This is an optimization exercise on Yosys and OpenROAD, whose aim is small area, a short achievable clock period and few clock cycles, not a production implementation. RTL that was checked went through simulation tests only; none was proved equivalent to the original. Function not checked in runs 4 to 6: the RTL went through the layout flow alone. No activity file was given, so power comes from the tool's default toggle rates.

--- flow/design.v ---
module LASER (
    input CLK,
    input RST,
    input  [3:0] X,
    input  [3:0] Y,
    output [3:0] C1X,
    output [3:0] C1Y,
    output [3:0] C2X,
    output [3:0] C2Y,
    output reg DONE
);
reg        scan;           
reg  [5:0] cnt;            
reg  [3:0] ph;             
reg  [3:0] icnt;           
reg        isid;           
reg  [3:0] r0;             
reg  [7:0] Fm;             
reg        pv;             
reg        role;           
reg  [7:0] C1r, C2r;       
wire [7:0] A = role ? C2r : C1r;
wire [7:0] F = role ? C1r : C2r;
wire       read_last = ~scan & (cnt == 6'd40);    
reg  [5:0] best_val;
reg  [7:0] best_pos;
reg  [5:0] mcur;           
reg        eqA;            
wire       stop;           
wire       flush  = RST | stop;
reg        RSTr;           
wire       clr    = RSTr | DONE;   
reg  [15:0] B [0:15];
reg  [3:0]  Xr, Yr;        
reg         pt;            
wire [3:0]  yrow = Yr - ph - 4'd1;     
integer i;
always @(posedge CLK) begin
    RSTr <= RST;
    Xr <= X;
    Yr <= Y;
    pt <= ~RST & ~scan & (cnt != 6'd40);
    for (i = 0; i < 16; i = i + 1) begin
        B[i] <= (clr ? 16'd0 : B[(i + 1) % 16]) | ((pt && yrow == i) ? (16'd1 << Xr) : 16'd0);
    end
end
reg  [16:0] h;
reg  [15:1] fxt;           
wire [31:0] fge = {8'h00, fxt, 9'h1ff};
reg  [8:0]  vrow;          
wire [3:0]  ph_n = ph + 4'd1;
integer vd;
always @(posedge CLK)
    for (vd = 0; vd < 9; vd = vd + 1)
        vrow[vd] <= ({2'b00, ph_n} + vd >= 4) && ({2'b00, ph_n} + vd <= 19);
genvar gd, gc;
function [16:0] hdec;          
    input [3:0] p, fy;
    reg [4:0] d;
    integer k;
    begin
        d = {1'b0, p} - {1'b0, fy};
        for (k = 0; k < 17; k = k + 1)
            hdec[k] = (d == ((k - 8) & 31));
    end
endfunction
function gt6;
    input [5:0] a, b;
    reg [5:0] g, l;
    reg g10, l10, g32, l32, g54, l54, g30, l30;
    begin
        g = a & ~b;
        l = ~a & b;
        g10 = g[1] | (~l[1] & g[0]);  l10 = l[1] | (~g[1] & l[0]);
        g32 = g[3] | (~l[3] & g[2]);  l32 = l[3] | (~g[3] & l[2]);
        g54 = g[5] | (~l[5] & g[4]);  l54 = l[5] | (~g[5] & l[4]);
        g30 = g32 | (~l32 & g10);     l30 = l32 | (~g32 & l10);
        gt6 = g54 | (~l54 & g30);
    end
endfunction
wire [8:0] B_w [0:15];                               
generate
for (gd = 0; gd < 9; gd = gd + 1) begin : g_row
    localparam integer D = gd - 4;
    wire valid = vrow[gd];
    wire s4 = h[8 - D];
    wire s3 = h[8 - D + 1] | h[8 - D - 1] | h[8 - D + 2] | h[8 - D - 2];
    wire s2 = h[8 - D + 3] | h[8 - D - 3];
    wire s0 = ((8 - D + 4) <= 16 ? h[(8 - D + 4) % 17] : 1'b0) |
              ((8 - D - 4) >= 0  ? h[(8 - D - 4 + 17) % 17] : 1'b0);
    for (gc = 0; gc < 16; gc = gc + 1) begin : g_col
        wire le0 = fge[gc + 8]     & ~fge[gc + 8 + 1];
        wire le2 = fge[gc + 8 - 2] & ~fge[gc + 8 + 3];
        wire le3 = fge[gc + 8 - 3] & ~fge[gc + 8 + 4];
        wire le4 = fge[gc + 8 - 4] & ~fge[gc + 8 + 5];
        wire covf = (s4 & le4) | (s3 & le3) | (s2 & le2) | (s0 & le0);
        assign B_w[gc][gd] = B[(D + 16) % 16][gc] & valid & ~covf;
    end
end
endgenerate
function [1:0] fa;             
    input a, b, c;
    fa = {(a & b) | (a & c) | (b & c), a ^ b ^ c};
endfunction
function [1:0] ha;
    input a, b;
    ha = {a & b, a ^ b};
endfunction
wire [2:0] S2n [0:15];
wire [2:0] S3n [0:15];
generate
for (gc = 0; gc < 16; gc = gc + 1) begin : g_vs
    wire [8:0] w = B_w[gc];
    wire [1:0] f1 = fa(w[2], w[3], w[4]);
    wire [1:0] f2 = fa(f1[0], w[5], w[6]);
    wire [1:0] h1 = ha(f1[1], f2[1]);
    assign S2n[gc] = {h1[1], h1[0], f2[0]};
    wire [1:0] f3 = fa(w[1], w[7], w[5]);
    wire [1:0] f4 = fa(f1[0], f3[0], w[6]);
    wire [1:0] f5 = fa(f1[1], f3[1], f4[1]);
    assign S3n[gc] = {f5[1], f5[0], f4[0]};
end
endgenerate
reg [2:0] S2 [0:15];
reg [2:0] S3 [0:15];
reg [8:0] V_w [0:15];      
reg       v1, sid1, fst1, lst1, wr1;    
reg       restart;         
always @(posedge CLK) begin
    for (i = 0; i < 16; i = i + 1) begin
        S2[i]  <= S2n[i];
        S3[i]  <= S3n[i];
        V_w[i] <= B_w[i] & 9'b100010001;
    end
    v1   <= scan & ~flush & ~restart;
    sid1 <= isid;
    fst1 <= (icnt == 4'd0);
    lst1 <= (icnt == 4'd15);
    wr1  <= (icnt != 4'd0) && (ph < r0);
    if (icnt == 4'd0)
        r0 <= ph;
end
wire [5:0] cov [0:15];
generate
for (gc = 0; gc < 16; gc = gc + 1) begin : g_cov
    wire [15:0] c1;   
    wire [15:0] c2;   
    wire [15:0] c4;   
    assign c1[0] = S3[gc][0];
    assign c1[1] = V_w[gc][0];
    assign c1[2] = V_w[gc][8];
    assign c1[3] = (gc >= 1)  ? S3[(gc + 15) % 16][0] : 1'b0;
    assign c1[4] = (gc <= 14) ? S3[(gc + 1) % 16][0]  : 1'b0;
    assign c1[5] = (gc >= 2)  ? S3[(gc + 14) % 16][0] : 1'b0;
    assign c1[6] = (gc <= 13) ? S3[(gc + 2) % 16][0]  : 1'b0;
    assign c1[7] = (gc >= 3)  ? S2[(gc + 13) % 16][0] : 1'b0;
    assign c1[8] = (gc <= 12) ? S2[(gc + 3) % 16][0]  : 1'b0;
    assign c1[9] = (gc >= 4)  ? V_w[(gc + 12) % 16][4] : 1'b0;
    assign c1[10] = (gc <= 11) ? V_w[(gc + 4) % 16][4] : 1'b0;
    assign c1[15:11] = 5'd0;
    assign c2[0] = S3[gc][1];
    assign c2[1] = (gc >= 1)  ? S3[(gc + 15) % 16][1] : 1'b0;
    assign c2[2] = (gc <= 14) ? S3[(gc + 1) % 16][1]  : 1'b0;
    assign c2[3] = (gc >= 2)  ? S3[(gc + 14) % 16][1] : 1'b0;
    assign c2[4] = (gc <= 13) ? S3[(gc + 2) % 16][1]  : 1'b0;
    assign c2[5] = (gc >= 3)  ? S2[(gc + 13) % 16][1] : 1'b0;
    assign c2[6] = (gc <= 12) ? S2[(gc + 3) % 16][1]  : 1'b0;
    assign c2[15:7] = 9'd0;
    assign c4[0] = S3[gc][2];
    assign c4[1] = (gc >= 1)  ? S3[(gc + 15) % 16][2] : 1'b0;
    assign c4[2] = (gc <= 14) ? S3[(gc + 1) % 16][2]  : 1'b0;
    assign c4[3] = (gc >= 2)  ? S3[(gc + 14) % 16][2] : 1'b0;
    assign c4[4] = (gc <= 13) ? S3[(gc + 2) % 16][2]  : 1'b0;
    assign c4[5] = (gc >= 3)  ? S2[(gc + 13) % 16][2] : 1'b0;
    assign c4[6] = (gc <= 12) ? S2[(gc + 3) % 16][2]  : 1'b0;
    assign c4[15:7] = 9'd0;
    wire [1:0] a1 = fa(c1[0], c1[1], c1[2]);
    wire [1:0] a2 = fa(c1[3], c1[4], c1[5]);
    wire [1:0] a3 = fa(c1[6], c1[7], c1[8]);
    wire [1:0] b1 = fa(c2[0], c2[1], c2[2]);
    wire [1:0] b2 = fa(c2[3], c2[4], c2[5]);
    wire [1:0] e1 = fa(c4[0], c4[1], c4[2]);
    wire [1:0] e2 = fa(c4[3], c4[4], c4[5]);
    wire [1:0] a4 = fa(a1[0], a2[0], a3[0]);
    wire [1:0] b3 = fa(b1[0], b2[0], c2[6]);
    wire [1:0] b4 = fa(a1[1], a2[1], a3[1]);
    wire [1:0] e3 = fa(e1[0], e2[0], c4[6]);
    wire [1:0] a5 = fa(a4[0], c1[9], c1[10]);       
    wire [1:0] b5 = fa(b3[0], b4[0], a4[1]);
    wire [1:0] e4 = fa(e3[0], b1[1], b2[1]);
    wire [1:0] g1 = fa(e1[1], e2[1], e3[1]);
    wire [1:0] e5 = fa(e4[0], b3[1], b4[1]);
    wire [1:0] g2 = fa(g1[0], e4[1], e5[1]);
    wire [4:0] hsum = {g1[1], g2[0], e5[0], b5[0]} + {g2[1], 1'b0, b5[1], a5[1]};
    assign cov[gc] = {hsum, a5[0]};
end
endgenerate
reg [5:0] cov_r [0:15];
wire [3:0] row2 = ph - 4'd2;    
reg       v2, sid2, fst2, lst2, wr2;
always @(posedge CLK) begin
    for (i = 0; i < 16; i = i + 1)
        cov_r[i] <= cov[i];
    v2   <= v1 & ~flush & ~(restart & (sid1 == isid));
    sid2 <= sid1; fst2 <= fst1; lst2 <= lst1; wr2 <= wr1;
end
function gt6c;
    input [5:0] a, b;
    input c;
    reg [5:0] g, l;
    reg g10, l10, g32, l32, g54, l54, g30, l30;
    begin
        g = a & ~b;
        l = ~a & b;
        g10 = g[1] | (~l[1] & (g[0] | (~l[0] & c)));  l10 = l[1] | (~g[1] & l[0]);
        g32 = g[3] | (~l[3] & g[2]);  l32 = l[3] | (~g[3] & l[2]);
        g54 = g[5] | (~l[5] & g[4]);  l54 = l[5] | (~g[5] & l[4]);
        g30 = g32 | (~l32 & g10);     l30 = l32 | (~g32 & l10);
        gt6c = g54 | (~l54 & g30);
    end
endfunction
function [9:0] pick;           
    input [9:0] a, b;
    pick = gt6(b[9:4], a[9:4]) ? b : a;
endfunction
reg [5:0] gv_r [0:1];
reg [2:0] gi_r [0:1];
wire [3:0] row3 = ph - 4'd3;
reg       wr3;
genvar gg;
generate
for (gg = 0; gg < 2; gg = gg + 1) begin : g_half
    wire [9:0] p0 = pick({cov_r[8*gg],     4'd0}, {cov_r[8*gg + 1], 4'd1});
    wire [9:0] p1 = pick({cov_r[8*gg + 2], 4'd2}, {cov_r[8*gg + 3], 4'd3});
    wire [9:0] p2 = pick({cov_r[8*gg + 4], 4'd4}, {cov_r[8*gg + 5], 4'd5});
    wire [9:0] p3 = pick({cov_r[8*gg + 6], 4'd6}, {cov_r[8*gg + 7], 4'd7});
    wire [9:0] p  = pick(pick(p0, p1), pick(p2, p3));
    always @(posedge CLK) begin
        gv_r[gg] <= p[9:4];
        gi_r[gg] <= p[2:0];
    end
end
endgenerate
reg       v3, sid3, fst3, lst3;
wire [7:0] Ac = (v3e & lst3) ? F : A;
always @(posedge CLK) begin
    v3   <= v2 & ~flush & ~(restart & (sid2 == isid));
    sid3 <= sid2; fst3 <= fst2; lst3 <= lst2; wr3 <= wr2;
    if (v2 && row2 == Ac[7:4])
        mcur <= cov_r[Ac[3:0]];
end
wire       hi   = gt6(gv_r[1], gv_r[0]);
wire [5:0] rmax = hi ? gv_r[1] : gv_r[0];
wire [3:0] rarg = hi ? {1'b1, gi_r[1]} : {1'b0, gi_r[0]};
reg        best_wr;        
wire       tb       = wr3 & ~best_wr;
wire       w0       = gt6c(gv_r[0], best_val, tb);
wire       w1       = gt6c(gv_r[1], best_val, tb);
wire       v3e      = v3 & ~(restart & (sid3 == isid));
wire       take     = v3e & (fst3 | (hi ? w1 : w0));
wire [7:0] best_pos_n = take ? {row3, rarg} : best_pos;
always @(posedge CLK)
    restart <= scan & ~flush & take & ((sid3 != isid) | (icnt == 4'd15));
wire       m0       = gt6(gv_r[0], mcur);
wire       m1       = gt6(gv_r[1], mcur);
wire       change   = ~pv | gt6(best_val, mcur) | (take & (hi ? m1 : m0));
wire       eqA_n    = take ? ({row3, rarg} == A) : eqA;
assign     stop     = v3e & lst3 & ~change;
always @(posedge CLK) begin
    if (take) begin
        best_val <= rmax;
        best_pos <= {row3, rarg};
        best_wr  <= wr3;
        eqA      <= ({row3, rarg} == A);
    end
end
always @(posedge CLK) begin
    if (RST) begin
        scan <= 1'b0;
        cnt  <= 6'd0;
        DONE <= 1'b0;
        ph   <= 4'd0;
    end else begin
        DONE <= stop;
        ph   <= ph + 4'd1;
        if (~scan) begin
            cnt  <= read_last ? 6'd0 : cnt + 6'd1;
            scan <= read_last;
        end else if (stop) begin
            scan <= 1'b0;
        end
    end
end
wire       fm_load = restart | (icnt == 4'd15);
wire [3:0] ph1 = ph + 4'd1;
always @(posedge CLK) begin
    if (~scan)
        fxt <= 15'd0;
    else if (fm_load)
        for (vd = 1; vd < 16; vd = vd + 1)
            fxt[vd] <= (best_pos[3:0] >= vd);
end
always @(posedge CLK) begin
    if (~scan)
        h <= hdec(ph1, 4'd0);
    else if (fm_load)
        h <= hdec(ph1, best_pos[7:4]);
    else
        h <= hdec(ph1, Fm[7:4]);
end
always @(posedge CLK) begin
    if (~scan) begin
        icnt <= 4'd0;
        isid <= 1'b0;
        Fm   <= 8'd0;
    end else if (restart) begin
        icnt <= 4'd0;
        Fm   <= best_pos;
    end else begin
        icnt <= icnt + 4'd1;
        if (icnt == 4'd15) begin
            isid <= ~isid;
            Fm   <= best_pos;          
        end
    end
end
always @(posedge CLK) begin
    if (~scan) begin
        role <= 1'b0; pv <= 1'b0;
    end else begin
        if (v3e & lst3) begin
            pv    <= pv | ~eqA_n;
            role  <= ~role;
        end
    end
end
always @(posedge CLK) begin
    if (~scan) begin
        C1r <= 8'd0;
        C2r <= 8'd0;
    end else if (v3e & lst3) begin
        if (role) C2r <= best_pos_n;
        else      C1r <= best_pos_n;
    end
end
assign C1X = C1r[3:0];
assign C1Y = C1r[7:4];
assign C2X = C2r[3:0];
assign C2Y = C2r[7:4];
endmodule
--- flow/flow/run.sh ---
#!/bin/bash
set -e
sed -i 's/^export SETUP_SLACK_MARGIN.*$//' config.mk
echo "export SETUP_SLACK_MARGIN = 7.7" >> config.mk
bash standard.sh > standard.log 2>&1
--- flow/standard.sh ---
#!/bin/bash
# synth_recipe.tcl (not shown) runs the flow's synth.tcl, then flattens the netlist and writes it again
# the make line also repeats each setting of config.mk as NAME=value (left out here)
make -C /OpenROAD-flow-scripts/flow DESIGN_CONFIG=/design/flow/config.mk WORK_HOME=/design/flow/orfs CLKGATE_MAP_FILE= SYNTH_SCRIPT=/design/flow/synth_recipe.tcl "${@:-finish}"
--- flow/config.mk ---
export PLATFORM = sky130hd
export DESIGN_NAME = LASER
export DESIGN_NICKNAME = LASER
export VERILOG_FILES = /design/flow/design.v
export SDC_FILE = /design/flow/constraint.sdc
export NUM_CORES = 4
export LEC_CHECK = 0
export ABC_AREA = 1
export CAP_MARGIN = 20
export CORE_MARGIN = 2
export CORE_UTILIZATION = 40
export CTS_CLUSTER_DIAMETER = 100
export CTS_CLUSTER_SIZE = 20
export SLEW_MARGIN = 20
export SETUP_SLACK_MARGIN = 7.7
--- flow/constraint.sdc ---
create_clock -name core_clock -period 11.0 [get_ports {CLK}]
set_input_delay 2.2000 -clock core_clock [delete_from_list [all_inputs] [get_ports {CLK}]]
set_output_delay 2.2000 -clock core_clock [all_outputs]
set_load 0.01 [all_outputs]
==> key figures, run 1 <==
Setup path
  – CP Data Required Time: 11530 ps
  – Worst-path fanout max: 4
  – Worst Setup Start Kind: flop
  – WS Path Type: reg -> reg
  – CP Capture Type: flop
  – Arr. time, crit path: 3860 ps

Logic synthesis
  – Synth area leaders: dfxtp_1, fa_1, inv_1, o22ai_1, nand2_1
  – Largest family of logic cells by synthesized area: adder cells
  – Mapped Cells: 4502
  – Synth cell types: 60
  – Avg Inst Size Synth: 8.32 um2
  – Number of synthesized flops with an enable pin: 17
  – Post-synthesis async set-or-reset flop share: 0
  – Syn. warnings: 8
  – Synth cell count leaders: inv_1, dfxtp_1, nand2_1, nor2_1, o22ai_1
  – Mapped Nets: around 5000
  – Mux contribution to synthesized area: 0.00147
  – Sequential share of the synthesized area: 0.350
  – Synth Area in Compound Gates: 0.147
  – XOR/XNOR share of the synthesized area: 0.0133
  – Synth Register Bits: approximately 650
  – Post-synth top area share: 0.336
  – Most frequent cell after synthesis: inv_1
  – Post-synthesis adder-cell area fraction: 0.222
  – Primary FF master, synth: dfxtp_1
  – Synth Cell Area: ~0.037 mm2
  – Synth area leader: dfxtp_1
  – Post-Synth Simple-Gate Area: 0.143

Die
  – Die area: 0.0961 mm2
  – Die height: 310 um
  – Top Ports: 27
  – Area of the core: 0.0930 mm2
  – Rows: 112
  – DIE WIDTH: 310 um
  – Starting density of the core: 0.403

Power and ir drop
  – Pwr Density: roughly 130 mW/mm2
  – Net Switching: 0.00175 W
  – Comb power frac: 0.227
  – Sequential Power Share: 0.471
  – Switching share of total power: 0.330
  – Lkg Pwr: 17.4 nW
  – Worst vdd ir: 0.000109 V
  – Tot Pwr: 0.00531 W
  – Clock power share: 0.303
  – Int Pwr: around 0.0036 W

Job
  – Maxcap violations: 0

Clocking
  – Skew-Pair Late Insertion Delay: 630 ps
  – Hold_buf cts: 0
  – Root buffer cell: clkbuf_16
  – CTS H-tree depth: 2
  – Worst-path clk slew: 80 ps
  – CTS max path bufs: 3
  – Num CTS Buffers: 40
  – Clock sinks: 646
  – CTS tree: done

Timing
  – Fin crit share: 0.303
  – Final Hold Fails: 0
  – Fmax achieved: 300 MHz
  – RSZ-0062 raised after global routing: true
  – Endpoints failing setup: 0
  – Final min period: 3330 ps
  – Slew headroom: 0.199
  – Slew @ Worst Pin: 1200 ps
  – Post-Route Skew: between 40 and 50 ps
  – Total negative slack: 0 ps
  – Slew Viols, Final: 0

Place
  – Port bufs: 26
  – Placer Congestion: 1.05
  – Dpl hpwl: 99.6 mm

Routing
  – Drc violations: 0
  – Final WL: 129 mm
  – DR vias/cell: about 5.3
  – Vias: 30615
  – Drt pass-1 iters: 6
  – WL/cell: 22.3 um
  – Initial DRC Count: around 2700
  – Post-route ant nets: 0

Layout
  – # nets final: 5017
  – N_diodes: 0
  – Area growth, synth to finish: 12.9%
  – Layout cells sized above 1: 0.126

Global routing
  – Global-route usage over all layers: 0.266
  – First-pass GRT wire length: 191 mm
  – Largest net degree at the start of global routing: 236
  – Global route total overflow: 0
  – Vias in the first global route: 29506
  – Antenna violations before repair: 4

Min path
  – HP Class: reg -> reg

Outcome
  – Status: timing/DRC/antenna clean
-- metal layers --
layer / wire length [um] / global-route usage / vias up
li1: - / - / 14464
met1: 57500 / 0.369 / 14539
met2: 56900 / 0.422 / 1263
met3: 8400 / 0.0326 / 347
met4: 6540 / 0.107 / 2
met5: 9 / 0 / -
-- power by group through the flow --
stage / registers, W / clock network (W) / logic, W
2_1_floorplan: 0.00251 / 0 / 0.000790
6_report: 0.00250 / 0.00161 / 0.00120
3_3_place_gp: 0.00256 / 0 / 0.00111
3_5_place_dp: 0.00256 / 0 / 0.00111
4_1_cts: 0.00250 / 0.00165 / 0.00115
5_1_grt: 0.00251 / 0.00172 / 0.00132
-- critical path: stages, from the launching register on --
cell and delay, ps:
dfxtp_4 380, buf_12 130, fa_1 480, fa_1 520, inv_1 50, fa_1 480
fa_2 600, inv_2 50, ha_4 260, a21oi_2 40, nor2_1 120, xor2_1 150
-- state kept, by name, summed over array words and instances (netlist names), 6 cells and up --
name      count
cnt           6
S3           48
B           256
best_pos      8
C2r           8
h            17
gv_r         12
C1r           8
best_val      6
fxt          15
V_w          48
mcur          6
vrow          9
gi_r          6
cov_r        96
S2           48
-- cell usage in the layout, fill, tap and decap left out, drive strengths merged, types with 7 or more instances in the layout --
cell type	n
a21oi	124
clkbuf	47
dfxtp	629
xor2	42
nor4	39
o211ai	24
ha	140
o21bai	8
inv	1044
o21ai	167
a31oi	8
a221oi	43
nor2	392
clkinv	12
nand4	48
nand2	574
o221ai	7
xnor2	15
a211oi	49
and2	18
o2111ai	36
nor3	74
clkinvlp	21
fa	327
clkdlybuf4s50	9
edfxtp	17
buf	142
o22ai	343
nand3	83
nand3b	8
a21o	17
a22oi	13
-- cell families (layout without fill, tap and decap cells) --
family | count (synthesis) | count (layout)
XOR/XNOR | 57 | 57
buffers and inverters | 1228 | 1279
multiplexers | 5 | 5
adder cells (fa/ha/maj) | 467 | 467
AND/OR/NAND/NOR | 1243 | 1243
flip-flops | 646 | 646
AO/OA/AOI/OAI | 856 | 856
-- stage by stage --
stage / utilization / cell area, um2 / std cells / worst slack [ps] / hold WS [ps]
final: 0.455 / 42300 / 5807 / 7670 / 331
after global routing: 0.455 / 42300 / 5807 / 7550 / 338
after CTS: 0.444 / 41300 / 5767 / 7650 / 329
after detailed placement: 0.419 / 39000 / 5657 / 6830 / 312
after global placement: 0.419 / 39000 / 5657 / 6830 / 313
after floorplan: - / 37500 / 4502 / 7720 / 310
-- final cells by class --
cell class                      instances  area, um2
Sequential cell                       646      13200
Clock inverter                          9        181
Inverter                             1071       4130
Clock buffer                           46       1040
Multi-Input combinational cell       2628      20700
Timing Repair Buffer                  152       1410
Timing Repair inverter                  1       5.00
Tap cell                             1254       1570
Fill cell                            9227      50700
-- what timing repair did --
action,in CTS,in global routing
endpoints found under the setup margin,459,335
buffers inserted,54,39
gates cloned,1,1
resized for setup,252,187
pin swaps,67,77
-- path summary, 6_finish.rpt --
kind | startpoint | to | slack [ps] | cells after the start
setup reg to reg | S3[3][2] | cov_r[5][4] | 7670 | 11
setup / recovery | S3[3][2] | cov_r[5][4] | 7670 | 11
hold / removal | fst1 | fst2 | 330 | 0
hold reg to reg | fst1 | fst2 | 330 | 0
Testbench counts, summed over its fixed seeds: cycles 12,021.
==> run 2: changes to the inputs <==
==> flow/flow/run.sh (replaced) <==
#!/bin/bash
set -e
sed -i 's/^export SETUP_SLACK_MARGIN.*$//' config.mk
echo "export SETUP_SLACK_MARGIN = 7.5" >> config.mk
echo "export BUFFER_PORTS_ARGS = -buffer_cell sky130_fd_sc_hd__buf_2" >> config.mk
bash standard.sh > standard.log 2>&1
--- a/flow/config.mk
+++ b/flow/config.mk
@@ -12,4 +12,5 @@
 export CTS_CLUSTER_DIAMETER = 100
 export CTS_CLUSTER_SIZE = 20
 export SLEW_MARGIN = 20
-export SETUP_SLACK_MARGIN = 7.7
+export SETUP_SLACK_MARGIN = 7.5
+export BUFFER_PORTS_ARGS = -buffer_cell sky130_fd_sc_hd__buf_2
==> key figures, run 2 <==
Timing
  – Fmax achieved: 282 MHz (-5.9%)
  – Endpoints failing setup: 0 (unchanged)
  – Hold_ws: 332 ps (+1.73 ps)
  – Final min period: 3540 ps (+210 ps)
  – Fin crit share: 0.322 (+0.0191)
  – RSZ-0062 raised after global routing: true
  – Slew @ Worst Pin: 1050 ps (-150 ps)
  – Post-Route Skew: 47.8 ps (-1.32 ps)
  – Total negative slack: 0 ps (unchanged)
  – Final worst slack: 7460 ps (-210 ps)
  – Final Hold Fails: 0 (unchanged)
  – Slew headroom: 0.300 (+0.100)
  – Slew Viols, Final: 0 (unchanged)

Clocking
  – Worst-path clk slew: 90 ps (about the same)
  – Clock sinks: 646 (unchanged)
  – Skew-Pair Late Insertion Delay: 620 ps (about the same)
  – Root buffer cell: clkbuf_16
  – CTS max path bufs: 3 (unchanged)
  – CTS H-tree depth: 2 (unchanged)
  – Num CTS Buffers: 41 (+2.5%)
  – CTS tree: done

Global routing
  – Largest net degree at the start of global routing: 102 (-57%)
  – Global-route usage over all layers: 0.262 (-0.00382)
  – Vias in the first global route: 28868 (-2.2%)
  – Global route total overflow: 0 (unchanged)
  – First-pass GRT wire length: 187 mm (-1.7%)
  – Antenna violations before repair: 2 (-2)

Logic synthesis
  – Synth area leaders: dfxtp_1, fa_1, inv_1, o22ai_1, nand2_1
  – Post-synth top area share: 0.336 (unchanged)
  – Sequential share of the synthesized area: 0.350 (unchanged)
  – Primary FF master, synth: dfxtp_1
  – Synth area leader: dfxtp_1
  – Syn. warnings: 8 (unchanged)
  – Synth cell count leaders: inv_1, dfxtp_1, nand2_1, nor2_1, o22ai_1
  – Synth Cell Area: 0.0375 mm2 (unchanged)
  – Post-synthesis async set-or-reset flop share: 0 (unchanged)
  – Synth cell types: 60 (unchanged)
  – Mapped Cells: 4502 (unchanged)
  – Synth Register Bits: 646 (unchanged)
  – Most frequent cell after synthesis: inv_1
  – Mapped Nets: 4979 (unchanged)
  – Avg Inst Size Synth: 8.32 um2 (unchanged)
  – Number of synthesized flops with an enable pin: 17 (unchanged)

Setup path
  – CP Capture Type: flop
  – R2r startpoint: h[8]
  – Worst reg2reg endpoint: S3[9][1]
  – Arr. time, crit path: 4000 ps (+140 ps)
  – Slowest-stage cell, CP: fa_1
  – FF-to-FF path depth: 11 (unchanged)
  – Worst Setup Start Kind: flop
  – CP Data Required Time: 11460 ps (-70 ps)
  – Critical path's largest stage delay: 630 ps (+30 ps)
  – R2R Setup Slk: 7460 ps (-210 ps)
  – WP buf/inv: 5 (+2)
  – Worst-path fanout max: 22 (+18)
  – WS Path Type: reg -> reg
  – Cells along the critical path: buf_6 -> nor4_4 -> buf_6 -> clkinvlp_4 -> buf_4 -> a21oi_2 -> nand4_1 -> fa_1 -> inv_1 -> fa_1 -> fa_1
  – Top cell by count, worst path: fa_1
  – Top cell family by delay on the critical path: adder cells

Min path
  – HP Class: reg -> reg
  – Worst Hold Depth: 0 (unchanged)
  – Hold worst-path end: fst3
  – Hold Crit Start: fst2

Outcome
  – Status: timing/DRC/antenna clean

Die
  – Die height: 310 um (unchanged)
  – Rows: 112 (unchanged)
  – DIE WIDTH: 310 um (unchanged)
  – Die area: 0.0961 mm2 (unchanged)
  – Top Ports: 27 (unchanged)
  – Starting density of the core: 0.403 (unchanged)
  – Area of the core: 0.0930 mm2 (unchanged)

Layout
  – Commonest cells after routing, fill and taps aside: inv_1, dfxtp_1, nand2_1, nor2_1, o22ai_1
  – Max reg flops: 256 (unchanged)
  – Top reg by flops: B
  – Layout cells sized above 1: 0.0785 (-0.0471)
  – Fillers: 9185 (-0.46%)
  – Final Cell Area: 0.0409 mm2 (-3.4%)
  – Largest regs: B x256, cov_r x96
  – Area growth, synth to finish: 9.12%
  – Commonest non-fill, non-tap cell in the layout: inv_1
  – # nets final: 4959 (-1.2%)

Routing
  – Vias: 30153 (-1.5%)
  – Initial DRC Count: 2675 (-1.1%)
  – Final WL: 126 mm (-2.3%)
  – DR vias/cell: 5.24 (-0.58%)
  – Drc violations: 0 (unchanged)
  – Drt pass-1 iters: 6 (unchanged)
  – WL/cell: 22.0 um (-1.4%)
  – Post-route ant nets: 0 (unchanged)

Place
  – Post-place setup slack: 6810 ps (-26.2 ps)
  – Dpl hpwl: 98.9 mm (-0.63%)
  – Port bufs: 26 (unchanged)
  – Placer Congestion: 1.03 (-1.5%)
  – Placed inst area: 0.0388 mm2 (-0.47%)

Power and ir drop
  – Worst vdd ir: 0.000133 V (+22%)
  – Lkg Pwr: 17.1 nW (-1.6%)
  – Pwr Density: 129 mW/mm2 (+2.9%)
  – Tot Pwr: 0.00528 W (-0.57%)

Job
  – Maxcap violations: 0 (unchanged)
==> run 2: changes by cell type in the layout (fill, tap and decap cells not counted), moves of 14 or more <==
cell     before   now
dfxtp_1     572   598
nor2_2       34    18
ha_4         19     1
inv_1       993  1031
nor2_1      345   363
fa_1        289   323
buf_2        12    26
dfxtp_2      30    15
buf_4        98    63
ha_1        121   138
fa_2         38     4
inv_2        44    13
==> run 2: how the worst max path moves through the flow <==
| stage | startpoint | end | slack (ps) | cells past startpoint |
|---|---|---|---|---|
| after global placement | ph[0] | h[10] | 6710 | 13 |
| after CTS | fxt[7] | S3[10][1] | 7500 | 8 |
| after detailed placement | ph[0] | h[13] | 6810 | 13 |
| after global routing | h[6] | S3[8][1] | 7450 | 8 |
| after floorplan | S3[11][2] | cov_r[10][5] | 7640 | 9 |
| final | h[8] | S3[9][1] | 7460 | 11 |
==> run 2: kinds of logic after synthesis <==
logic type                 share of synthesized area
AOI/OAI and AO/OA                              0.147
xor gates and xnor gates                      0.0133
adders and majority gates                      0.222
buffers and inverters                          0.124
DFF                                            0.350
muxes                                        0.00147
and+or+nand+nor                                0.143
==> run 2: repair_timing <==
action,CTS,global route
resized for setup,68,85
hold buffers,0,0
pin swaps,1,22
hold endpoints to repair,0,0
endpoints found under the setup margin,386,150
gates cloned,0,1
buffers inserted,15,24
==> run 2: layer usage <==
metal | GRT usage | wire, um | vias to the layer above
li1 | - | - | 14368
met1 | 0.358 | 55800 | 14244
met3 | 0.0439 | 8840 | 322
met2 | 0.407 | 55200 | 1217
met4 | 0.119 | 6430 | 2
met5 | 0 | 13 | -
==> run 2: stage by stage <==
stage,util,instances
after floorplan,-,4502
after global placement,0.417,5653
after detailed placement,0.417,5653
after CTS,0.434,5726
after global routing,0.439,5751
final,0.439,5753
==> run 2: power breakdown <==
group	leakage (nW)	internal [W]	total (W)	switching, W
Combinational	11.3	0.000334	0.00117	0.000839
Sequential	5.27	0.00241	0.00250	0.0000856
Clock	0.609	0.000768	0.00161	0.000841
Total	17.1	0.00352	0.00528	0.00177
==> run 2: cell type report <==
cell class	count	area, um2	share of cell area
inverters	1071	4080	0.0999
diodes	2	5.00	0.000122
clock buffers	48	1090	0.0268
clock inverters	10	153	0.00373
well taps	1254	1570	0.0384
flip-flops and latches	646	13200	0.323
multi-input cells	2628	20100	0.492
repair inverters	1	5.00	0.000122
repair buffers	93	666	0.0163
==> run 3: changes to the inputs <==
==> flow/flow/run.sh (replaced) <==
#!/bin/bash
set -e
sed -i 's/^export SETUP_SLACK_MARGIN.*$//' config.mk
echo "export SETUP_SLACK_MARGIN = 7.75" >> config.mk
echo "export BUFFER_PORTS_ARGS = -buffer_cell sky130_fd_sc_hd__buf_2" >> config.mk
bash standard.sh > standard.log 2>&1
--- a/flow/config.mk
+++ b/flow/config.mk
@@ -9,8 +9,6 @@
 export CAP_MARGIN = 20
 export CORE_MARGIN = 2
 export CORE_UTILIZATION = 40
-export CTS_CLUSTER_DIAMETER = 100
-export CTS_CLUSTER_SIZE = 20
 export SLEW_MARGIN = 20
-export SETUP_SLACK_MARGIN = 7.5
+export SETUP_SLACK_MARGIN = 7.75
 export BUFFER_PORTS_ARGS = -buffer_cell sky130_fd_sc_hd__buf_2
==> key figures, run 3 <==
Setup path
  – Worst-path fanout max: 5 (-77%)
  – Top cell family by delay on the critical path: adder cells
  – WS Path Type: reg -> reg
  – Cells along the critical path: buf_4 -> fa_1 -> fa_1 -> inv_2 -> fa_1 -> fa_2 -> fa_2 -> nor2_1 -> xor2_1
  – Critical path's largest stage delay: 600 ps (-30 ps)
  – Arr. time, crit path: 3870 ps (-130 ps)
  – CP Capture Type: flop
  – Worst Setup Start Kind: flop
  – Slowest-stage cell, CP: fa_2
  – WP buf/inv: 2 (-3)
  – Top cell by count, worst path: fa_1
  – CP Data Required Time: 11490 ps (+30 ps)

Die
  – Die area: 0.0961 mm2 (unchanged)
  – Die height: 310 um (unchanged)
  – Starting density of the core: 0.403 (unchanged)
  – DIE WIDTH: 310 um (unchanged)
  – Rows: 112 (unchanged)
  – Top Ports: 27 (unchanged)
  – Area of the core: 0.0930 mm2 (unchanged)

Power and ir drop
  – Sequential Power Share: 0.405 (-0.068)
  – Switching share of total power: 0.313 (-0.0216)
  – Worst vdd ir: 0.000147 V (+11%)
  – Net Switching: 0.00194 W (+10%)
  – Clock power share: 0.403 (+0.098)
  – Lkg Pwr: 18.1 nW (+5.6%)
  – Pwr Density: 141 mW/mm2 (+9.2%)
  – Int Pwr: 0.00427 W (+21%)
  – Comb power frac: 0.192 (-0.030)
  – Tot Pwr: 0.00621 W (+18%)

Layout
  – Largest regs: B x256, cov_r x96
  – N_diodes: 0 (-2)
  – Final core utilization: 0.473 (+0.0338)
  – Area growth, synth to finish: 17.5%
  – Top reg by flops: B
  – Fillers: 9079 (-1.2%)
  – Layout cells sized above 1: 0.153 (+0.0747)
  – Area occupied by multi-input gates: 0.0209 mm2 (+4.1%)
  – Reg area: 0.0132 mm2 (+0.48%)
  – # nets final: 5070 (+2.2%)
  – Commonest non-fill, non-tap cell in the layout: inv_1
  – Max reg flops: 256 (unchanged)
  – Post-route insts no fill: 5901 (+2.6%)
  – Commonest cells after routing, fill and taps aside: inv_1, dfxtp_1, nand2_1, o22ai_1, nor2_1

Routing
  – Drc violations: 0 (unchanged)
  – DR vias/cell: 5.26 (+0.27%)
  – Initial DRC Count: 2975 (+11%)
  – Vias: 31013 (+2.9%)
  – Post-route ant nets: 0 (unchanged)
  – Final WL: 130 mm (+2.7%)
  – Drt pass-1 iters: 6 (unchanged)
  – WL/cell: 22.0 um (about the same)

Timing
  – Slew headroom: 0.359 (+0.0596)
  – Final Hold Fails: 0 (unchanged)
  – Fin crit share: 0.307 (-0.0147)
  – Post-Route Skew: 35.9 ps (-11.9 ps)
  – RSZ-0062 raised after global routing: true
  – Slew Viols, Final: 0 (unchanged)
  – Final min period: 3380 ps (-162 ps)
  – Hold_ws: 326 ps (-6.62 ps)
  – Total negative slack: 0 ps (unchanged)
  – Fmax achieved: 296 MHz (+4.8%)
  – Slew @ Worst Pin: 958 ps (-92.3 ps)
  – Endpoints failing setup: 0 (unchanged)

Logic synthesis
  – Avg Inst Size Synth: 8.32 um2 (unchanged)
  – Most frequent cell after synthesis: inv_1
  – Synth Cell Area: 0.0375 mm2 (unchanged)
  – Number of synthesized flops with an enable pin: 17 (unchanged)
  – Synth cell count leaders: inv_1, dfxtp_1, nand2_1, nor2_1, o22ai_1
  – Synth area leaders: dfxtp_1, fa_1, inv_1, o22ai_1, nand2_1
  – Post-synthesis async set-or-reset flop share: 0 (unchanged)
  – Synth area leader: dfxtp_1
  – Mapped Nets: 4979 (unchanged)
  – Post-synth top area share: 0.336 (unchanged)
  – Mapped Cells: 4502 (unchanged)
  – Synth Register Bits: 646 (unchanged)
  – Sequential share of the synthesized area: 0.350 (unchanged)
  – Primary FF master, synth: dfxtp_1
  – Syn. warnings: 8 (unchanged)
  – Synth cell types: 60 (unchanged)

Clocking
  – CTS tree: done
  – CTS max path bufs: 3 (unchanged)
  – Worst-path clk slew: 60 ps (-30 ps)
  – Skew-Pair Late Insertion Delay: 640 ps (+20 ps)
  – Num CTS Buffers: 71 (+73%)
  – Root buffer cell: clkbuf_16
  – Clock sinks: 646 (unchanged)
  – CTS H-tree depth: 3 (+1)

Job
  – Maxcap violations: 0 (unchanged)

Place
  – Placer Congestion: 1.06 (+2.2%)
  – Dpl hpwl: 98.6 mm (-0.35%)
  – Port bufs: 26 (unchanged)
  – DP Cell Count: 5653 (unchanged)

Global routing
  – Antenna violations before repair: 0 (-2)
  – Vias in the first global route: 29721 (+3.0%)
  – First-pass GRT wire length: 192 mm (+2.2%)
  – Largest net degree at the start of global routing: 193 (+89%)
  – Global-route usage over all layers: 0.268 (+0.00627)
  – Global route total overflow: 0 (unchanged)

Outcome
  – Status: timing/DRC/antenna clean

Min path
  – HP Class: reg -> reg
## run 3: power groups by stage
stage	clock network [W]	registers (W)	logic [W]
after floorplan	0	0.00251	0.000790
after global placement	0	0.00257	0.00109
after detailed placement	0	0.00257	0.00109
after CTS	0.00254	0.00251	0.00114
after global routing	0.00263	0.00252	0.00129
final	0.00250	0.00252	0.00119
## run 3: worst paths after layout
| kind | to | start | slack (ps) | cells after the start |
|---|---|---|---|---|
| worst max-delay path | cov_r[7][4] | S3[9][2] | 7620 | 9 |
| worst min-delay path | lst2 | lst1 | 330 | 0 |
| worst max register to register | cov_r[7][4] | S3[9][2] | 7620 | 9 |
| worst min register to register | lst2 | lst1 | 330 | 0 |
## run 3: repair_timing
item                                    CTS  global route
gates resized for setup                 258           159
hold buffers                              0             0
endpoints found under the setup margin  457           234
gates cloned                              1             0
pin swaps                               119           129
buffers inserted                         83            37
## run 3: area by class of cell
class / count / area share
Multi-Input combinational cell: 2628 / 0.476
Sequential cell: 646 / 0.301
Inverter: 1071 / 0.0935
Clock buffer: 89 / 0.0447
Timing Repair Buffer: 175 / 0.0387
Tap cell: 1254 / 0.0356
Clock inverter: 38 / 0.0106
## run 3: logic make-up (layout without fill, tap and decap cells)
| family | after synthesis | after routing | synth area share |
|---|---|---|---|
| simple gates | 1243 | 1243 | 0.143 |
| buf+inv | 1228 | 1373 | 0.124 |
| compound gates | 856 | 856 | 0.147 |
| flops | 646 | 646 | 0.350 |
| fa+ha+maj | 467 | 467 | 0.222 |
| xor+xnor | 57 | 57 | 0.0133 |
| mux | 5 | 5 | 0.00147 |
## run 3: worst register-to-register path, stage by stage, from the launching register on
cell and delay, ps:
dfxtp_4 390, buf_4 160, fa_1 450, fa_1 510, inv_2 40, fa_1 480
fa_2 370, fa_2 600, nor2_1 70, xor2_1 170
## run 3: routing by layer
| layer | part of all wire | GRT usage | vias to the layer above |
|---|---|---|---|
| met2 | 0.43 | 0.408 | 1305 |
| li1 | - | - | 14628 |
| met4 | 0.060 | 0.140 | 0 |
| met1 | 0.44 | 0.370 | 14679 |
| met5 | 0 | 0 | - |
| met3 | 0.066 | 0.0401 | 401 |
## run 3: through the flow
stage	area (um2)	setup WS, ps
3_3_place_gp	38800	6630
2_1_floorplan	37500	7750
5_1_grt	44000	7540
3_5_place_dp	38900	6850
4_1_cts	43100	7650
6_report	44000	7620
==> run 4: changes to the inputs <==
--- a/flow/design.v
+++ b/flow/design.v
@@ -44,7 +44,16 @@
         B[i] <= (clr ? 16'd0 : B[(i + 1) % 16]) | ((pt && yrow == i) ? (16'd1 << Xr) : 16'd0);
     end
 end
-reg  [16:0] h;
+reg  [16:0] hn;
+reg  [8:0]  sc4, sc3, sc2, sc0;
+integer sd;
+always @(posedge CLK)
+    for (sd = 0; sd < 9; sd = sd + 1) begin
+        sc4[sd] <= hn[12 - sd];
+        sc3[sd] <= hn[12 - sd + 1] | hn[12 - sd - 1] | hn[12 - sd + 2] | hn[12 - sd - 2];
+        sc2[sd] <= hn[12 - sd + 3] | hn[12 - sd - 3];
+        sc0[sd] <= hn[16 - sd] | hn[8 - sd];
+    end
 reg  [15:1] fxt;           
 wire [31:0] fge = {8'h00, fxt, 9'h1ff};
 reg  [8:0]  vrow;          
@@ -83,11 +92,10 @@
 for (gd = 0; gd < 9; gd = gd + 1) begin : g_row
     localparam integer D = gd - 4;
     wire valid = vrow[gd];
-    wire s4 = h[8 - D];
-    wire s3 = h[8 - D + 1] | h[8 - D - 1] | h[8 - D + 2] | h[8 - D - 2];
-    wire s2 = h[8 - D + 3] | h[8 - D - 3];
-    wire s0 = ((8 - D + 4) <= 16 ? h[(8 - D + 4) % 17] : 1'b0) |
-              ((8 - D - 4) >= 0  ? h[(8 - D - 4 + 17) % 17] : 1'b0);
+    wire s4 = sc4[gd];
+    wire s3 = sc3[gd];
+    wire s2 = sc2[gd];
+    wire s0 = sc0[gd];
     for (gc = 0; gc < 16; gc = gc + 1) begin : g_col
         wire le0 = fge[gc + 8]     & ~fge[gc + 8 + 1];
         wire le2 = fge[gc + 8 - 2] & ~fge[gc + 8 + 3];
@@ -300,13 +308,13 @@
         for (vd = 1; vd < 16; vd = vd + 1)
             fxt[vd] <= (best_pos[3:0] >= vd);
 end
-always @(posedge CLK) begin
+always @(*) begin
     if (~scan)
-        h <= hdec(ph1, 4'd0);
+        hn = hdec(ph1, 4'd0);
     else if (fm_load)
-        h <= hdec(ph1, best_pos[7:4]);
+        hn = hdec(ph1, best_pos[7:4]);
     else
-        h <= hdec(ph1, Fm[7:4]);
+        hn = hdec(ph1, Fm[7:4]);
 end
 always @(posedge CLK) begin
     if (~scan) begin
==> flow/flow/run.sh (replaced) <==
#!/bin/bash
set -e
cp standard.sh standard.sh.log.txt 2>/dev/null || true
sed -i 's/^export SETUP_SLACK_MARGIN.*$//' config.mk
echo "export SETUP_SLACK_MARGIN = ${MARGIN:-7.5}" >> config.mk
bash standard.sh > standard.log 2>&1
--- a/flow/config.mk
+++ b/flow/config.mk
@@ -10,5 +10,4 @@
 export CORE_MARGIN = 2
 export CORE_UTILIZATION = 40
 export SLEW_MARGIN = 20
-export SETUP_SLACK_MARGIN = 7.75
-export BUFFER_PORTS_ARGS = -buffer_cell sky130_fd_sc_hd__buf_2
+export SETUP_SLACK_MARGIN = 7.5
==> key figures, run 4 <==
Clocking
  – Num CTS Buffers: 74 (+4.2%)
  – Worst-path clk slew: 60 ps (about the same)
  – Root buffer cell: clkbuf_16
  – CTS tree: done
  – CTS H-tree depth: 3 (unchanged)
  – CTS max path bufs: 3 (unchanged)
  – Hold_buf cts: 0 (unchanged)
  – Clock sinks: 665 (+2.9%)
  – Skew-Pair Late Insertion Delay: 650 ps (about the same)

Layout
  – Commonest cells after routing, fill and taps aside: inv_1, dfxtp_1, nand2_1, o22ai_1, fa_1
  – Area growth, synth to finish: 12.8%
  – Max reg flops: 256 (unchanged)
  – Fillers: 9222 (+1.6%)
  – Final Cell Area: 0.0426 mm2 (-3.3%)
  – Layout cells sized above 1: 0.0885 (-0.0647)
  – # nets final: 4993 (-1.5%)
  – Final core utilization: 0.455 (-0.0177)
  – Largest regs: B x256, cov_r x96
  – Top reg by flops: B
  – Commonest non-fill, non-tap cell in the layout: inv_1
  – Area occupied by multi-input gates: 0.0198 mm2 (-5.6%)
  – Reg area: 0.0136 mm2 (+2.4%)

Setup path
  – Slowest-stage cell, CP: a2111oi_1
  – Cells along the critical path: inv_4 -> nor2_1 -> inv_1 -> o221ai_1 -> a2111oi_1 -> fa_1 -> fa_1 -> fa_1
  – Top cell by count, worst path: fa_1
  – Worst Setup Start Kind: flop
  – Worst-path fanout max: 10 (+5)
  – WS Path Type: reg -> reg
  – CP Capture Type: flop
  – Critical path's largest stage delay: 900 ps (+300 ps)
  – Arr. time, crit path: 4130 ps (+260 ps)
  – CP Data Required Time: 11500 ps (about the same)

Timing
  – Slew @ Worst Pin: 1140 ps (+180 ps)
  – Post-Route Skew: 43.9 ps (+7.98 ps)
  – RSZ-0062 raised after global routing: true
  – Slew headroom: 0.222 (-0.138)
  – Final min period: 3640 ps (+256 ps)
  – Fin crit share: 0.331 (+0.0233)
  – Final Hold Fails: 0 (unchanged)
  – Endpoints failing setup: 0 (unchanged)
  – Slew Viols, Final: 0 (unchanged)
  – Total negative slack: 0 ps (unchanged)
  – Fmax achieved: 275 MHz (-7.1%)

Logic synthesis
  – Sequential share of the synthesized area: 0.357 (+0.00741)
  – Synth Register Bits: 665 (+2.9%)
  – Most frequent cell after synthesis: inv_1
  – Synth area leader: dfxtp_1
  – Mapped Cells: 4485 (-0.38%)
  – Avg Inst Size Synth: 8.42 um2 (+1.2%)
  – Synth cell types: 61 (+1.7%)
  – Synth area leaders: dfxtp_1, fa_1, inv_1, o22ai_1, nand2_1
  – Post-synthesis async set-or-reset flop share: 0 (unchanged)
  – Mapped Nets: 4962 (-0.34%)
  – Syn. warnings: 8 (unchanged)
  – Primary FF master, synth: dfxtp_1
  – Synth Cell Area: 0.0377 mm2 (+0.77%)
  – Post-synth top area share: 0.344 (+0.00751)
  – Number of synthesized flops with an enable pin: 17 (unchanged)
  – Synth cell count leaders: inv_1, dfxtp_1, nand2_1, o22ai_1, fa_1

Place
  – Placed inst area: 0.0394 mm2 (+1.4%)
  – Port bufs: 26 (unchanged)
  – Placer Congestion: 0.999 (-5.4%)
  – Dpl hpwl: 104 mm (+5.1%)

Routing
  – Drt pass-1 iters: 6 (unchanged)
  – Initial DRC Count: 3035 (+2.0%)
  – WL/cell: 22.5 um (+2.2%)
  – Vias: 30710 (-0.98%)
  – Final WL: 131 mm (+0.94%)
  – DR vias/cell: 5.27 (+0.21%)
  – Post-route ant nets: 0 (unchanged)
  – Drc violations: 0 (unchanged)

Die
  – DIE WIDTH: 311 um (+0.38%)
  – Rows: 112 (unchanged)
  – Area of the core: 0.0935 mm2 (+0.45%)
  – Die area: 0.0968 mm2 (+0.76%)
  – Starting density of the core: 0.404 (+0.00127)
  – Top Ports: 27 (unchanged)
  – Die height: 311 um (+0.38%)

Global routing
  – Antenna violations before repair: 1 (+1)
  – Global route total overflow: 0 (unchanged)
  – Largest net degree at the start of global routing: 97 (-50%)
  – Global-route usage over all layers: 0.267 (-0.00166)
  – Vias in the first global route: 29395 (-1.1%)
  – First-pass GRT wire length: 194 mm (+1.2%)

Power and ir drop
  – Pwr Density: 147 mW/mm2 (+3.9%)
  – Lkg Pwr: 18.0 nW (-0.60%)
  – Worst vdd ir: 0.000145 V (-0.97%)

Job
  – Maxcap violations: 0 (unchanged)

Min path
  – HP Class: reg -> reg

Outcome
  – Status: timing/DRC/antenna clean
-- run 4: path summary, 6_finish.rpt --
| check | slack [ps] | from | depth (start not counted) | endpoint |
|---|---|---|---|---|
| max | 7360 | fxt[3] | 8 | S3[5][1] |
| min reg2reg | 330 | fst1 | 0 | fst2 |
| min | 330 | fst1 | 0 | fst2 |
| max reg2reg | 7360 | fxt[3] | 8 | S3[5][1] |
-- run 4: repair_timing --
action	4_1_cts	5_1_grt
endpoints found under the setup margin	104	122
pin swaps	0	16
resized for setup	91	67
cloned	0	1
endpoints found under the hold margin	0	0
setup buffers	1	27
-- run 4: layout make-up --
class / instances / area share
diodes: 1 / 0.0000588
clock buffers: 94 / 0.0472
clock inverters: 42 / 0.0126
inverters: 1105 / 0.0986
multi-input cells: 2563 / 0.465
flip-flops and latches: 665 / 0.319
well taps: 1254 / 0.0369
repair buffers: 106 / 0.0213
repair inverters: 1 / 0.000118
-- run 4: kinds of logic after synthesis --
logic type | count (synthesis) | share of synthesized area
compound gates | 913 | 0.154
xor+xnor | 56 | 0.0130
fa+ha+maj | 467 | 0.220
buf+inv | 1257 | 0.125
flops | 665 | 0.357
mux | 6 | 0.00169
simple gates | 1121 | 0.129
-- run 4: metal layers --
layer / wire, um / track usage
met4: 6630 / 0.120
met5: 0 / 0
met3: 8840 / 0.0441
met2: 56400 / 0.405
met1: 59100 / 0.373
-- run 4: worst max-delay path: cells and delay by family (launching register included) --
kind	cells	cell delay, ps
buf+inv	2	470
compound gates	2	1040
flops	1	430
fa+ha+maj	3	1410
simple gates	1	150
-- run 4: metrics by stage --
step | total power (W) | worst slack, ps | instances | hold slack, ps
after floorplan | 0.00331 | 7640 | 4485 | 310
after global placement | 0.00368 | 6970 | 5663 | 311
after detailed placement | 0.00368 | 6850 | 5664 | 314
after CTS | 0.00627 | 7500 | 5801 | 328
after global routing | 0.00650 | 7440 | 5830 | 336
final | 0.00624 | 7360 | 5831 | 327
-- run 4: power by group --
part	switching (W)	leakage (nW)	internal, W
Clock	0.00106	1.22	0.00152
Sequential	0.000114	5.43	0.00250
Combinational	0.000743	11.3	0.000306
Total	0.00191	18.0	0.00432
==> run 5: changes to the inputs <==
--- a/flow/design.v
+++ b/flow/design.v
@@ -12,6 +12,7 @@
 reg        scan;           
 reg  [5:0] cnt;            
 reg  [3:0] ph;             
+reg  [3:0] ph1;            
 reg  [3:0] icnt;           
 reg        isid;           
 reg  [3:0] r0;             
@@ -288,9 +289,11 @@
         cnt  <= 6'd0;
         DONE <= 1'b0;
         ph   <= 4'd0;
+        ph1  <= 4'd1;
     end else begin
         DONE <= stop;
         ph   <= ph + 4'd1;
+        ph1  <= ph1 + 4'd1;
         if (~scan) begin
             cnt  <= read_last ? 6'd0 : cnt + 6'd1;
             scan <= read_last;
@@ -300,7 +303,6 @@
     end
 end
 wire       fm_load = restart | (icnt == 4'd15);
-wire [3:0] ph1 = ph + 4'd1;
 always @(posedge CLK) begin
     if (~scan)
         fxt <= 15'd0;
--- a/flow/config.mk
+++ b/flow/config.mk
@@ -6,8 +6,10 @@
 export NUM_CORES = 4
 export LEC_CHECK = 0
 export ABC_AREA = 1
-export CAP_MARGIN = 20
+export CAP_MARGIN = 50
 export CORE_MARGIN = 2
 export CORE_UTILIZATION = 40
-export SLEW_MARGIN = 20
+export CTS_CLUSTER_DIAMETER = 100
+export CTS_CLUSTER_SIZE = 20
+export SLEW_MARGIN = 50
 export SETUP_SLACK_MARGIN = 7.5
==> key figures, run 5 <==
Global routing
  – Antenna violations before repair: 4 (+3)
  – Largest net degree at the start of global routing: 100 (+3.1%)
  – First-pass GRT wire length: 197 mm (+1.5%)
  – Vias in the first global route: 29668 (+0.93%)
  – Global route total overflow: 0 (unchanged)
  – Global-route usage over all layers: 0.271 (+0.00479)

Logic synthesis
  – Synth area leader: dfxtp_1
  – Number of synthesized flops with an enable pin: 17 (unchanged)
  – Syn. warnings: 8 (unchanged)
  – Synth Cell Area: 0.0380 mm2 (+0.58%)
  – Primary FF master, synth: dfxtp_1
  – Sequential share of the synthesized area: 0.357 (about the same)
  – Synth cell count leaders: inv_1, dfxtp_1, nand2_1, o22ai_1, fa_1
  – Post-synthesis async set-or-reset flop share: 0 (unchanged)
  – Mapped Nets: 4991 (+0.58%)
  – Synth cell types: 59 (-3.3%)
  – Synth area leaders: dfxtp_1, fa_1, inv_1, o22ai_1, nand2_1
  – Synth Register Bits: 669 (+0.60%)
  – Avg Inst Size Synth: 8.41 um2 (about the same)
  – Post-synth top area share: 0.344 (about the same)
  – Most frequent cell after synthesis: inv_1
  – Mapped Cells: 4515 (+0.67%)

Setup path
  – Worst-path fanout max: 11 (+1)
  – R2R Setup Slk: 7460 ps (+100 ps)
  – Critical path's largest stage delay: 860 ps (-40 ps)
  – Cells along the critical path: clkinvlp_4 -> o22ai_1 -> a21oi_1 -> and2_1 -> fa_1 -> fa_1 -> fa_1
  – Top cell by count, worst path: fa_1
  – CP Capture Type: flop
  – CP Data Required Time: 11480 ps (-20 ps)
  – Arr. time, crit path: 4020 ps (-110 ps)
  – WS Path Type: reg -> reg
  – Worst Setup Start Kind: flop
  – Slowest-stage cell, CP: dfxtp_1

Routing
  – Vias: 30806 (+0.31%)
  – Drt pass-1 iters: 6 (unchanged)
  – Post-route ant nets: 0 (unchanged)
  – DR vias/cell: 5.32 (+1.0%)
  – Final WL: 135 mm (+3.2%)
  – WL/cell: 23.3 um (+3.9%)
  – Drc violations: 0 (unchanged)
  – Initial DRC Count: 3070 (+1.2%)

Timing
  – Endpoints failing setup: 0 (unchanged)
  – Fmax achieved: 283 MHz (+2.7%)
  – Total negative slack: 0 ps (unchanged)
  – Fin crit share: 0.322 (-0.00874)
  – Post-Route Skew: 58.4 ps (+14.6 ps)
  – Final min period: 3540 ps (-96.1 ps)
  – Slew Viols, Final: 0 (unchanged)
  – Final Hold Fails: 0 (unchanged)
  – Hold_ws: 332 ps (+4.30 ps)
  – Slew headroom: 0.460 (+0.238)
  – Slew @ Worst Pin: 809 ps (-329 ps)
  – RSZ-0062 raised after global routing: true

Power and ir drop
  – Worst vdd ir: 0.000139 V (-4.2%)
  – Pwr Density: 131 mW/mm2 (-11%)
  – Lkg Pwr: 17.6 nW (-2.0%)

Place
  – Placer Congestion: 1.05 (+5.5%)
  – Dpl hpwl: 105 mm (+1.2%)
  – DP Cell Count: 5706 (+0.74%)
  – Port bufs: 26 (unchanged)

Layout
  – Max reg flops: 256 (unchanged)
  – Area growth, synth to finish: 9.97%
  – Commonest cells after routing, fill and taps aside: inv_1, dfxtp_1, nand2_1, o22ai_1, fa_1
  – Layout cells sized above 1: 0.0849 (-0.00363)
  – Post-route insts no fill: 5790 (-0.70%)
  – Commonest non-fill, non-tap cell in the layout: inv_1
  – Largest regs: B x256, cov_r x96
  – N_diodes: 0 (-1)
  – Fillers: 9223 (+0.011%)
  – # nets final: 4997 (+0.080%)
  – Top reg by flops: B

Min path
  – HP Class: reg -> reg

Clocking
  – Worst-path clk slew: 90 ps (+30 ps)
  – CTS tree: done
  – CTS H-tree depth: 2 (-1)
  – CTS max path bufs: 3 (unchanged)
  – Root buffer cell: clkbuf_16
  – Num CTS Buffers: 43 (-42%)
  – Skew-Pair Late Insertion Delay: 630 ps (-20 ps)
  – Clock sinks: 669 (+0.60%)

Die
  – Die area: 0.0974 mm2 (+0.57%)
  – Starting density of the core: 0.405 (+0.00113)
  – Top Ports: 27 (unchanged)
  – Die height: 312 um (+0.29%)
  – Area of the core: 0.0937 mm2 (+0.30%)
  – DIE WIDTH: 312 um (+0.29%)
  – Rows: 112 (unchanged)

Job
  – Maxcap violations: 0 (unchanged)

Outcome
  – Status: timing/DRC/antenna clean
[run 5: cell types whose count changed in the layout (fill, tap and decap cells not counted), moves of 8 or more]
cell       before  now
clkbuf_16      74   44
nand3_1        73   86
o221ai_1       31   18
clkinv_2       11    1
nor4_1         26   16
nor3_1         60   51
bufinv_16       9    1
nand2_2        29   37
nand4_1        34   26
[run 5: per-layer routing]
layer / vias to the layer above / share of wire / GRT usage
li1: 14475 / - / -
met2: 1373 / 0.43 / 0.415
met4: 6 / 0.055 / 0.129
met5: - / 0.00034 / 0
met1: 14545 / 0.43 / 0.372
met3: 407 / 0.082 / 0.0495
[run 5: cell families (layout without fill, tap and decap cells)]
kind of cell    count (synthesis)  after routing  share of synthesized area
mux                             7              7                    0.00198
flops                         669            669                      0.357
fa+ha+maj                     466            466                      0.218
compound gates                927            927                      0.155
xor+xnor                       56             56                     0.0129
simple gates                 1125           1125                      0.129
buf+inv                      1265           1286                      0.126
[run 5: metrics by stage]
stage | util | total power [W] | setup WS (ps) | instance area [um2]
floorplan | - | 0.00340 | 7570 | 38000
global placement | 0.422 | 0.00380 | 7110 | 39500
detailed placement | 0.426 | 0.00382 | 7080 | 39900
CTS | 0.442 | 0.00546 | 7500 | 41400
global route | 0.445 | 0.00567 | 7340 | 41700
finish | 0.445 | 0.00545 | 7460 | 41700
[run 5: critical path: cells and delay by family (launching register included)]
family	cells	cell delay [ps]
flops	1	860
simple gates	1	200
buf+inv	1	610
fa+ha+maj	3	1360
compound gates	2	350
[run 5: final cells by class]
class | instances | area, um2 | share of cell area
clock buffer | 49 | 1120 | 0.0268
clock inverter | 11 | 163 | 0.00390
inverter | 1110 | 4220 | 0.101
multi-input combinational | 2581 | 20000 | 0.480
sequential | 669 | 13600 | 0.327
tap | 1254 | 1570 | 0.0376
timing repair buffer | 114 | 982 | 0.0235
timing repair inverter | 2 | 10.0 | 0.000240
[run 5: final timing paths]
path / from / end / depth (start not counted)
hold reg to reg: fst2 / fst3 / 0
setup / recovery: sc3[5] / S3[0][1] / 7
setup reg to reg: sc3[5] / S3[0][1] / 7
hold / removal: fst2 / fst3 / 0
[run 5: power by group]
group	total (W)	internal (W)	switching, W
Clock	0.00165	0.000768	0.000885
Combinational	0.00116	0.000327	0.000836
Sequential	0.00263	0.00251	0.000124
Total	0.00545	0.00361	0.00184
[run 5: what timing repair did]
item | in CTS | in global routing
gates resized for setup | 68 | 56
setup buffers | 11 | 5
endpoints found under the setup margin | 76 | 87
gates cloned | 1 | 1
hold buffers | 0 | 0
pin swaps | 2 | 24
==> run 6: changes to the inputs <==
==> flow/flow/run.sh (replaced) <==
#!/bin/bash
set -e
sed -i 's/^export SETUP_SLACK_MARGIN.*$//' config.mk
echo "export SETUP_SLACK_MARGIN = 7.5" >> config.mk
echo "export BUFFER_PORTS_ARGS = -buffer_cell sky130_fd_sc_hd__buf_2" >> config.mk
bash standard.sh > standard.log 2>&1
--- a/flow/config.mk
+++ b/flow/config.mk
@@ -6,10 +6,11 @@
 export NUM_CORES = 4
 export LEC_CHECK = 0
 export ABC_AREA = 1
-export CAP_MARGIN = 50
+export CAP_MARGIN = 20
 export CORE_MARGIN = 2
 export CORE_UTILIZATION = 40
 export CTS_CLUSTER_DIAMETER = 100
 export CTS_CLUSTER_SIZE = 20
-export SLEW_MARGIN = 50
+export SLEW_MARGIN = 20
 export SETUP_SLACK_MARGIN = 7.5
+export BUFFER_PORTS_ARGS = -buffer_cell sky130_fd_sc_hd__buf_2
==> key figures, run 6 <==
Outcome
  – Status: timing/DRC/antenna clean

Place
  – Placer Congestion: 1.04 (-1.8%)
  – Post-place setup slack: 7020 ps (-60.9 ps)
  – Dpl hpwl: 106 mm (+1.3%)
  – Port bufs: 26 (unchanged)
  – DP Cell Count: 5682 (-0.42%)

Setup path
  – Cells along the critical path: clkinv_1 -> o2111ai_1 -> fa_1 -> fa_1 -> inv_1 -> ha_1
  – Worst Setup Start Kind: flop
  – Top cell family by delay on the critical path: adder cells
  – CP Capture Type: flop
  – R2R Setup Slk: 7400 ps (-60 ps)
  – CP Data Required Time: 11460 ps (-20 ps)
  – Top cell by count, worst path: fa_1
  – CP Depth: 6 (-1)
  – Critical Path End: S2[14][1]
  – Worst-path fanout max: 9 (-2)
  – Slowest-stage cell, CP: dfxtp_1
  – CP startpoint: sc0[3]
  – R2r startpoint: sc0[3]
  – WS Path Type: reg -> reg
  – WP buf/inv: 2 (+1)
  – FF-to-FF path depth: 6 (-1)
  – Critical path's largest stage delay: 790 ps (-70 ps)
  – Worst reg2reg endpoint: S2[14][1]
  – Arr. time, crit path: 4060 ps (+40 ps)

Timing
  – Fin crit share: 0.327 (+0.00562)
  – Final worst slack: 7400 ps (-61.9 ps)
  – Slew headroom: 0.228 (-0.233)
  – Slew @ Worst Pin: 1160 ps (+347 ps)
  – Slew Viols, Final: 0 (unchanged)
  – Final Hold Fails: 0 (unchanged)
  – Final min period: 3600 ps (+61.9 ps)
  – Total negative slack: 0 ps (unchanged)
  – Endpoints failing setup: 0 (unchanged)
  – Post-Route Skew: 49.4 ps (-9.00 ps)
  – Fmax achieved: 278 MHz (-1.7%)
  – RSZ-0062 raised after global routing: true
  – Hold_ws: 334 ps (+2.78 ps)

Die
  – DIE WIDTH: 312 um (unchanged)
  – Top Ports: 27 (unchanged)
  – Die height: 312 um (unchanged)
  – Area of the core: 0.0937 mm2 (unchanged)
  – Die area: 0.0974 mm2 (unchanged)
  – Rows: 112 (unchanged)
  – Starting density of the core: 0.405 (unchanged)

Logic synthesis
  – Most frequent cell after synthesis: inv_1
  – Avg Inst Size Synth: 8.41 um2 (unchanged)
  – Sequential share of the synthesized area: 0.357 (unchanged)
  – Synth Cell Area: 0.0380 mm2 (unchanged)
  – Number of synthesized flops with an enable pin: 17 (unchanged)
  – Synth area leaders: dfxtp_1, fa_1, inv_1, o22ai_1, nand2_1
  – Syn. warnings: 8 (unchanged)
  – Post-synth top area share: 0.344 (unchanged)
  – Synth Register Bits: 669 (unchanged)
  – Primary FF master, synth: dfxtp_1
  – Synth area leader: dfxtp_1
  – Synth cell types: 59 (unchanged)
  – Post-synthesis async set-or-reset flop share: 0 (unchanged)
  – Mapped Cells: 4515 (unchanged)
  – Mapped Nets: 4991 (unchanged)
  – Synth cell count leaders: inv_1, dfxtp_1, nand2_1, o22ai_1, fa_1

Routing
  – Initial DRC Count: 3070 (unchanged)
  – Vias: 30469 (-1.1%)
  – Drc violations: 0 (unchanged)
  – Drt pass-1 iters: 6 (unchanged)
  – WL/cell: 23.9 um (+2.3%)
  – Final WL: 138 mm (+1.8%)
  – Post-route ant nets: 0 (unchanged)
  – DR vias/cell: 5.29 (-0.60%)

Global routing
  – Global route total overflow: 0 (unchanged)
  – Global-route usage over all layers: 0.277 (+0.00579)
  – Antenna violations before repair: 3 (-1)
  – Largest net degree at the start of global routing: 198 (+98%)
  – First-pass GRT wire length: 200 mm (+1.6%)
  – Vias in the first global route: 29483 (-0.62%)

Layout
  – # nets final: 4968 (-0.58%)
  – Commonest non-fill, non-tap cell in the layout: inv_1
  – Area growth, synth to finish: 8.61%
  – Max reg flops: 256 (unchanged)
  – Post-route insts no fill: 5761 (-0.50%)
  – Largest regs: B x256, cov_r x96
  – Top reg by flops: B
  – Commonest cells after routing, fill and taps aside: inv_1, dfxtp_1, nand2_1, o22ai_1, fa_1
  – Layout cells sized above 1: 0.0746 (-0.0103)

Power and ir drop
  – Tot Pwr: 0.00542 W (-0.62%)
  – Pwr Density: 131 mW/mm2 (+0.64%)
  – Worst vdd ir: 0.000113 V (-19%)
  – Lkg Pwr: 17.4 nW (-1.3%)

Clocking
  – CTS tree: done
  – CTS max path bufs: 3 (unchanged)
  – CTS H-tree depth: 2 (unchanged)
  – Root buffer cell: clkbuf_16
  – Skew-Pair Late Insertion Delay: 610 ps (-20 ps)
  – Num CTS Buffers: 42 (-2.3%)
  – Clock sinks: 669 (unchanged)
  – Worst-path clk slew: 90 ps (about the same)
  – Hold_buf cts: 0 (unchanged)

Min path
  – HP Class: reg -> reg
  – Hold Crit Start: wr2

Job
  – Maxcap violations: 0 (unchanged)
run 6: cell types whose count changed in the layout (fill, tap and decap cells not counted), sizes merged:
| cell | delta |
|---|---|
| diode | +2 |
| clkinv | -1 |
| clkbuf | -3 |
| buf | -1 |
| clkdlybuf4s50 | -9 |
| dlygate4sd2 | -8 |
| clkinvlp | +8 |
| inv | -9 |
| clkdlybuf4s15 | -8 |
run 6: area by class of cell:
| type | count | area [um2] |
|---|---|---|
| timing repair buffer | 85 | 623 |
| timing repair inverter | 3 | 15.0 |
| sequential | 669 | 13600 |
| multi-input combinational | 2581 | 19900 |
| clock buffer | 49 | 1100 |
| tap | 1254 | 1570 |
| fill | 9300 | 52500 |
| antenna | 2 | 5.00 |
| inverter | 1110 | 4250 |
| clock inverter | 8 | 123 |
run 6: kinds of logic after synthesis:
group,Yosys count,share of synthesized area
AO/OA/AOI/OAI,927,0.155
adder cells (fa/ha/maj),466,0.218
flip-flops,669,0.357
buffers and inverters,1265,0.126
AND/OR/NAND/NOR,1125,0.129
XOR/XNOR,56,0.0129
multiplexers,7,0.00198
run 6: report_power, final:
part	leakage (nW)	internal, W	total, W	switching (W)
clock	0.592	0.000748	0.00161	0.000867
sequential	5.45	0.00251	0.00263	0.000122
combinational	11.3	0.000323	0.00117	0.000847
total	17.4	0.00358	0.00542	0.00184
run 6: per-layer routing:
layer / global-route usage / share of wire
met1: 0.382 / 0.44
met2: 0.424 / 0.43
met3: 0.0466 / 0.070
met4: 0.132 / 0.059
met5: 0 / 0.000087
run 6: how the worst min path moves through the flow:
stage,end,cells after the start,slack [ps]
floorplan,fst2,0,310
global placement,fst3,0,310
detailed placement,wr3,0,310
CTS,wr3,0,330
global route,fst2,0,340
finish,wr3,0,330
run 6: repair_timing:
item	CTS	global route
pin swaps	0	16
endpoints found under the setup margin	76	93
cloned	0	3
buffers inserted	6	11
resized for setup	44	77
run 6: through the flow:
| step | cell area, um2 | utilization |
|---|---|---|
| 2_1_floorplan | 38000 | - |
| 3_3_place_gp | 39400 | 0.420 |
| 3_5_place_dp | 39400 | 0.421 |
| 4_1_cts | 40800 | 0.435 |
| 5_1_grt | 41200 | 0.440 |
| 6_report | 41200 | 0.440 |

-- separate check: timing with driven ports --
Ports are ideal in the flow. The routed layouts listed here were re-timed in OpenROAD. Step 1 sets driving cells, clkbuf_16 on the clock port and buf_2 on the other inputs (assumed; they add their load-dependent delay and slew). Step 2 also shifts input and output timing later by t, the mid clock arrival at the registers, as if the neighbouring blocks saw the same clock. Slacks: ideal ports / drivers / drivers and shift; pairs: ideal ports / drivers.
run	shift t [ns]	slack for setup (ns)	worst setup path at the end	slew at the worst register clock pin (ns)
run 1	0.664	7.669 / 7.664 / 7.315	input to register	0.09 / 0.09
run 2	0.663	7.459 / 7.459 / 7.459	register to register	0.10 / 0.10
run 3	0.687	7.621 / 7.621 / 7.621	register to register	0.07 / 0.07
run 4	0.697	7.364 / 7.364 / 7.364	register to register	0.07 / 0.07
run 5	0.665	7.461 / 7.461 / 7.450	input to register	0.09 / 0.09
run 6	0.657	7.399 / 7.399 / 7.399	register to register	0.09 / 0.09
After both steps setup and hold are still met in every run listed. For run 1, which loses most, drivers alone change the setup slack by -0.005 ns; drivers and shift together by -0.354 ns.
